Background: an optimization exercise with open tools, aiming at small area. Do not read the settings as production practice. In this exercise RTL edits were held to simulation tests only and were not proved equivalent to the original. The flow treats the clock pin as an ideal source. Dropping or thinning the clock tree relies on that and would not hold on a real chip. Power and IR drop assume default switching activity.

==> job 7044: inputs <==
Design pdl, start of the top module:
module pdl
#(
          parameter N = 20,
          parameter OUT_NUM = 8
)
(
      input [N-1:0] wb,
      input [N-1:0] dl,
      input clk,
      input reset,
      input trigger,
      output reg delay_out
);
==> module pdl, before the edit <==
module pdl
#(
          parameter N = 20,
          parameter OUT_NUM = 8
)
(
      input [N-1:0] wb,
      input [N-1:0] dl,
      input clk,
      input reset,
      input trigger,
      output reg delay_out
);
 reg s1, s2;
 reg [N-1:0] cnt;
 reg [N-1:0] tgt;
 reg in_dly, in_wid, load;
 wire rise  = s1 & ~s2;
 wire match = (cnt == tgt);
 wire idle  = ~in_dly & ~in_wid;
 wire [N-1:0] wg = wb & {N{in_dly}};
 wire [N:0] c;
 wire [N-1:0] sum;
 assign c[0] = 1'b0;
 genvar i;
 generate for (i = 0; i < N; i = i + 1) begin : g_add
     assign sum[i] = dl[i] ^ wg[i] ^ c[i];
     assign c[i+1] = (dl[i] & wg[i]) | (c[i] & (dl[i] ^ wg[i]));
 end endgenerate
 always @(posedge clk) begin
     s1 <= trigger;
     s2 <= s1;
     delay_out <= in_wid & reset;
     cnt <= load ? {N{1'b0}} : cnt + 1'b1;
     if ((idle & rise) | (in_dly & match))
         tgt <= sum;
 end
 always @(posedge clk)
     if (~reset) begin
         in_dly <= 1'b0;
         in_wid <= 1'b0;
         load   <= 1'b1;
     end else if (idle) begin
         if (rise) begin
             load   <= 1'b1;
             in_dly <= 1'b1;
         end
     end else if (in_dly) begin
         load <= 1'b0;
         if (match) begin
             in_dly <= 1'b0;
             in_wid <= 1'b1;
         end
     end else begin
         if (match)
             in_wid <= 1'b0;
     end
endmodule
==> flow/config.mk <==
export PLATFORM = sky130hd
export DESIGN_NAME = pdl
export DESIGN_NICKNAME = pdl
export VERILOG_FILES = /design/flow/design.v
export SDC_FILE = /design/flow/constraint.sdc
export NUM_CORES = 4
export LEC_CHECK = 0
export CAP_MARGIN = 20
export CORE_MARGIN = 2
export CORE_UTILIZATION = 65
export SLEW_MARGIN = 20
export BUFFER_PORTS_ARGS = -buffer_cell sky130_fd_sc_hd__buf_1
export POST_CTS_TCL = /design/flow/flow/post_cts.tcl
==> flow/constraint.sdc <==
create_clock -name core_clock -period 10.0 [get_ports {clk}]
set_input_delay 2.0000 -clock core_clock [delete_from_list [all_inputs] [get_ports {clk}]]
set_output_delay 2.0000 -clock core_clock [all_outputs]
set_load 0.01 [all_outputs]
standard.sh (not shown) runs the stock make flow with config.mk's settings and CLKGATE_MAP_FILE= SYNTH_SCRIPT=/design/flow/synth_recipe.tcl, a recipe that flattens the netlist after the stock synthesis.
==> flow/flow/run.sh <==
#!/bin/bash
# Standard ORFS flow with two changes:
#  - port buffers use the smallest buffer cell (buf_1);
#  - after CTS, the clock tree is rebuilt as KB_K leaf buffers fed directly
#    from the clock port (flow/kbuf.tcl), without TritonCTS's dummy loads.
set -e
HERE=$(pwd)
cp config.mk config_orig.log
cat >> config.mk <<EOT
export BUFFER_PORTS_ARGS = -buffer_cell sky130_fd_sc_hd__buf_1
export POST_CTS_TCL = $HERE/flow/post_cts.tcl
EOT
export KB_LEAF=sky130_fd_sc_hd__clkbuf_8 KB_K=3 KB_ROOT=none
bash standard.sh > standard.log 2>&1
==> flow/flow/kbuf.tcl <==
# Rebuild the clock tree: the clock port drives an optional root buffer, which
# drives K leaf buffers; the registers are split among the leaves by position
# (k-means). Settings: KB_LEAF (cell), KB_K, KB_ROOT (cell or "none").
proc kb_env {n d} { if {[info exists ::env($n)]} { return $::env($n) } ; return $d }
set leaf_master [kb_env KB_LEAF sky130_fd_sc_hd__clkbuf_8]
set K [kb_env KB_K 2]
set root_master [kb_env KB_ROOT none]
set block [ord::get_db_block]
set db [ord::get_db]
set root_net [[$block findBTerm clk] getNet]
set sinks {}; set bufs {}; set nets {}; set loads {}
set todo [list $root_net]
while {[llength $todo]} {
  set n [lindex $todo 0]; set todo [lrange $todo 1 end]
  foreach it [$n getITerms] {
    if {[$it isOutputSignal]} continue
    set inst [$it getInst]
    set m [[$inst getMaster] getName]
    if {[string match "clkload*" [$inst getName]]} { lappend loads $inst; continue }
    if {[string match "*clkbuf*" $m] || [string match "*__buf_*" $m]} {
      lappend bufs $inst
      foreach o [$inst getITerms] { if {[$o isOutputSignal] && [$o getNet] ne "NULL"} { lappend todo [$o getNet]; lappend nets [$o getNet] } }
    } elseif {[string match "*inv*" $m]} {
      error "inverter in clock tree: [$inst getName]"
    } else {
      lappend sinks $it
    }
  }
}
puts "kbuf: [llength $sinks] sinks; removing [llength $bufs] buffers, [llength $loads] dummy loads"
set pts {}
foreach it $sinks { set b [[$it getInst] getBBox]; lappend pts [list [expr {([$b xMin]+[$b xMax])/2}] [expr {([$b yMin]+[$b yMax])/2}]]; $it disconnect }
foreach inst [concat $bufs $loads] { foreach o [$inst getITerms] { $o disconnect }; odb::dbInst_destroy $inst }
foreach n $nets { odb::dbNet_destroy $n }
# k-means, seeded by spreading along x
set N [llength $pts]
set sorted [lsort -integer -index 0 $pts]
set cents {}
for {set k 0} {$k < $K} {incr k} { lappend cents [lindex $sorted [expr {int(($k+0.5)*$N/$K)}]] }
for {set iter 0} {$iter < 50} {incr iter} {
  set asg {}
  foreach p $pts {
    set best 0; set bd 1e18
    for {set k 0} {$k < $K} {incr k} { set c [lindex $cents $k]; set d [expr {abs([lindex $p 0]-[lindex $c 0]) + abs([lindex $p 1]-[lindex $c 1])}]; if {$d < $bd} { set bd $d; set best $k } }
    lappend asg $best
  }
  set nc {}
  for {set k 0} {$k < $K} {incr k} {
    set sx 0; set sy 0; set c 0
    foreach p $pts a $asg { if {$a == $k} { incr sx [lindex $p 0]; incr sy [lindex $p 1]; incr c } }
    if {$c} { lappend nc [list [expr {$sx / $c}] [expr {$sy / $c}]] } else { lappend nc [lindex $cents $k] }
  }
  set cents $nc
}
if {$root_master ne "none"} {
  set top_net [odb::dbNet_create $block clknet_root]
  $top_net setSigType CLOCK
  set r [odb::dbInst_create $block [$db findMaster $root_master] clkbuf_root]
  [$r findITerm A] connect $root_net
  [$r findITerm X] connect $top_net
  set sx 0; set sy 0; foreach c $cents { incr sx [lindex $c 0]; incr sy [lindex $c 1] }
  $r setLocation [expr {$sx / $K}] [expr {$sy / $K}]
  $r setPlacementStatus PLACED
} else {
  set top_net $root_net
}
for {set k 0} {$k < $K} {incr k} {
  set ln [odb::dbNet_create $block clknet_leaf_$k]
  $ln setSigType CLOCK
  set b [odb::dbInst_create $block [$db findMaster $leaf_master] clkbuf_leaf_$k]
  [$b findITerm A] connect $top_net
  [$b findITerm X] connect $ln
  set c 0
  foreach it $sinks a $asg { if {$a == $k} { $it connect $ln; incr c } }
  puts "kbuf: leaf $k: $c sinks"
  $b setLocation [lindex $cents $k 0] [lindex $cents $k 1]
  $b setPlacementStatus PLACED
}
==> flow/flow/post_cts.tcl <==
# Runs at the end of ORFS's CTS step: replace TritonCTS's tree with a flat
# one (see kbuf.tcl), then legalize and re-estimate.
source [file join [file dirname [info script]] kbuf.tcl]
detailed_placement
check_placement -verbose
estimate_parasitics -placement
report_worst_slack -max
report_worst_slack -min
==> job 2644 (differences from job 7044) <==
==> flow/flow/run.sh (replaced) <==
#!/bin/bash
# Standard ORFS flow, with the port buffers made from the smallest buffer cell.
set -e
cp standard.sh standard_sh.log
cp config.mk config_orig.log
cat >> config.mk <<'EOT'
export BUFFER_PORTS_ARGS = -buffer_cell sky130_fd_sc_hd__buf_1
EOT
bash standard.sh > standard.log 2>&1
--- a/flow/config.mk
+++ b/flow/config.mk
@@ -9,5 +9,7 @@
 export CORE_MARGIN = 2
-export CORE_UTILIZATION = 65
+export CORE_UTILIZATION = 40
+export CTS_BUF_LIST = sky130_fd_sc_hd__clkbuf_16
+export CTS_CLUSTER_DIAMETER = 200
+export CTS_CLUSTER_SIZE = 50
 export SLEW_MARGIN = 20
 export BUFFER_PORTS_ARGS = -buffer_cell sky130_fd_sc_hd__buf_1
-export POST_CTS_TCL = /design/flow/flow/post_cts.tcl
removed: flow/flow/kbuf.tcl
removed: flow/flow/post_cts.tcl
==> job 6153 (differences from job 7044) <==
--- a/flow/design.v
+++ b/flow/design.v
@@ -20,2 +20,10 @@
  wire idle  = ~in_dly & ~in_wid;
+ genvar i;
+ wire [N:0] ic;
+ wire [N-1:0] inc;
+ assign ic[0] = 1'b1;
+ generate for (i = 0; i < N; i = i + 1) begin : g_inc
+     assign inc[i] = cnt[i] ^ ic[i];
+     assign ic[i+1] = cnt[i] & ic[i];
+ end endgenerate
  wire [N-1:0] wg = wb & {N{in_dly}};
@@ -24,3 +32,2 @@
  assign c[0] = 1'b0;
- genvar i;
  generate for (i = 0; i < N; i = i + 1) begin : g_add
@@ -33,3 +40,3 @@
      delay_out <= in_wid & reset;
-     cnt <= load ? {N{1'b0}} : cnt + 1'b1;
+     cnt <= load ? {N{1'b0}} : inc;
      if ((idle & rise) | (in_dly & match))
--- a/flow/flow/run.sh
+++ b/flow/flow/run.sh
@@ -12,3 +12,3 @@
 EOT
-export KB_LEAF=sky130_fd_sc_hd__clkbuf_8 KB_K=3 KB_ROOT=none
+export KB_LEAF=sky130_fd_sc_hd__clkbuf_8 KB_K=2 KB_ROOT=none
 bash standard.sh > standard.log 2>&1
--- a/flow/config.mk
+++ b/flow/config.mk
@@ -9,3 +9,4 @@
 export CORE_MARGIN = 2
-export CORE_UTILIZATION = 65
+export CORE_UTILIZATION = 85
+export PLACE_DENSITY = 0.9
 export SLEW_MARGIN = 20
==> out/summary.txt <==
======================================================================
DIE AREA                                                    6510 sq um
Power of the clock network                                      156 uW
Setup repair after global routing missed its margin                 no
Gpl congestion                                                   0.721
Die height                                                80.7 microns
# fillers                                                          550
Combinational family with the most area after synthesis   simple AND/OR/NAND/NOR gates
Net count of the mapped netlist                                    265
Xor/xnor share of the synthesized area                           14.1%
Proportion of power drawn by the clock network                   39.1%
Result of the run                                         finished clean
Worst vdd rail ir drop                                         65.1 uV
======================================================================
the above is filed under job 2644

==> out/summary.txt <==
======================================================================
Die height                                                64.2 microns
Proportion of power drawn by the clock network                   22.4%
Final-report setup violation count                                   0
Average footprint of a synthesized cell                     11.6 sq um
Effective utilization at floorplan                               68.9%
Grt peak-use layer                                                met2
Xor/xnor share of the synthesized area                           14.1%
Combinational family with the most area after synthesis   simple AND/OR/NAND/NOR gates
Result of the run                                         finished clean
Detailed-route vias per instance                                  5.02
Static Leak                                                0.000942 uW
Setup repair after global routing missed its margin                 no
Compound-cell area share of the yosys netlist                    1.49%
Net count of the mapped netlist                                    265
Gpl congestion                                                   0.789
DIE AREA                                                    4120 sq um
Worst vdd rail ir drop                                         61.6 uV
# fillers                                                          228
======================================================================
the above is filed under job 7044

==> out/summary.txt <==
======================================================================
Result of the run                                         did not finish
Halt Stage                                                global placement
Error that ended the run                                  [ERROR GPL-0301] Utilization 101.890 % exceeds 100%.
Rows                                                                18
Xor/xnor share of the synthesized area                           8.77%
Most frequent cells after synthesis                       sky130_fd_sc_hd__dfxtp_1, sky130_fd_sc_hd__edfxtp_1, sky130_fd_sc_hd__ha_1
Post-synthesis cell type count                                      21
Die extent in x                                           56.0 microns
Average footprint of a synthesized cell                     13.4 sq um
Combinational family with the most area after synthesis    adder cells
Die height                                                56.0 microns
Adder-cell area share of the yosys netlist                       26.0%
Effective utilization at floorplan                               91.0%
Post-synth top flop                                       sky130_fd_sc_hd__dfxtp_1
Top-area cell type share of the netlist area                     26.2%
Gate Count Post-Synth                                              171
Net count of the mapped netlist                                    251
======================================================================
the above is filed under job 6153

The clock cells of job 7044 come from the design's own scripts or RTL, not from TritonCTS.

==> re-timing with driven ports <==
In the flow no input, the clock included, has a driving cell. The finished layouts below were timed again as built, in two steps.
Step 1 sets driving cells, clkbuf_16 on the clock port and buf_2 on the other inputs (assumed; they add their load-dependent delay and slew).
Step 2 also shifts input and output timing later by t, the mid clock arrival at the registers, as if the neighbouring blocks saw the same clock.
a / b / c = ideal / step 1 / step 2; a / b = the first two.
| run | shift t [ns] | setup slack, ns | hold slack, ns | pins driven straight from the clock port |
|---|---|---|---|---|
| job 7044 | 0.191 | 0.359 / 0.383 / 0.192 | 0.364 / 0.364 / 0.364 | 3 |
| job 2644 | 0.315 | 0.418 / 0.431 / 0.116 | 0.350 / 0.350 / 0.350 | 1 |
After both steps every run listed still meets setup and hold. For job 2644, which loses most, drivers alone change the setup slack by +0.013 ns; drivers and shift together by -0.302 ns.
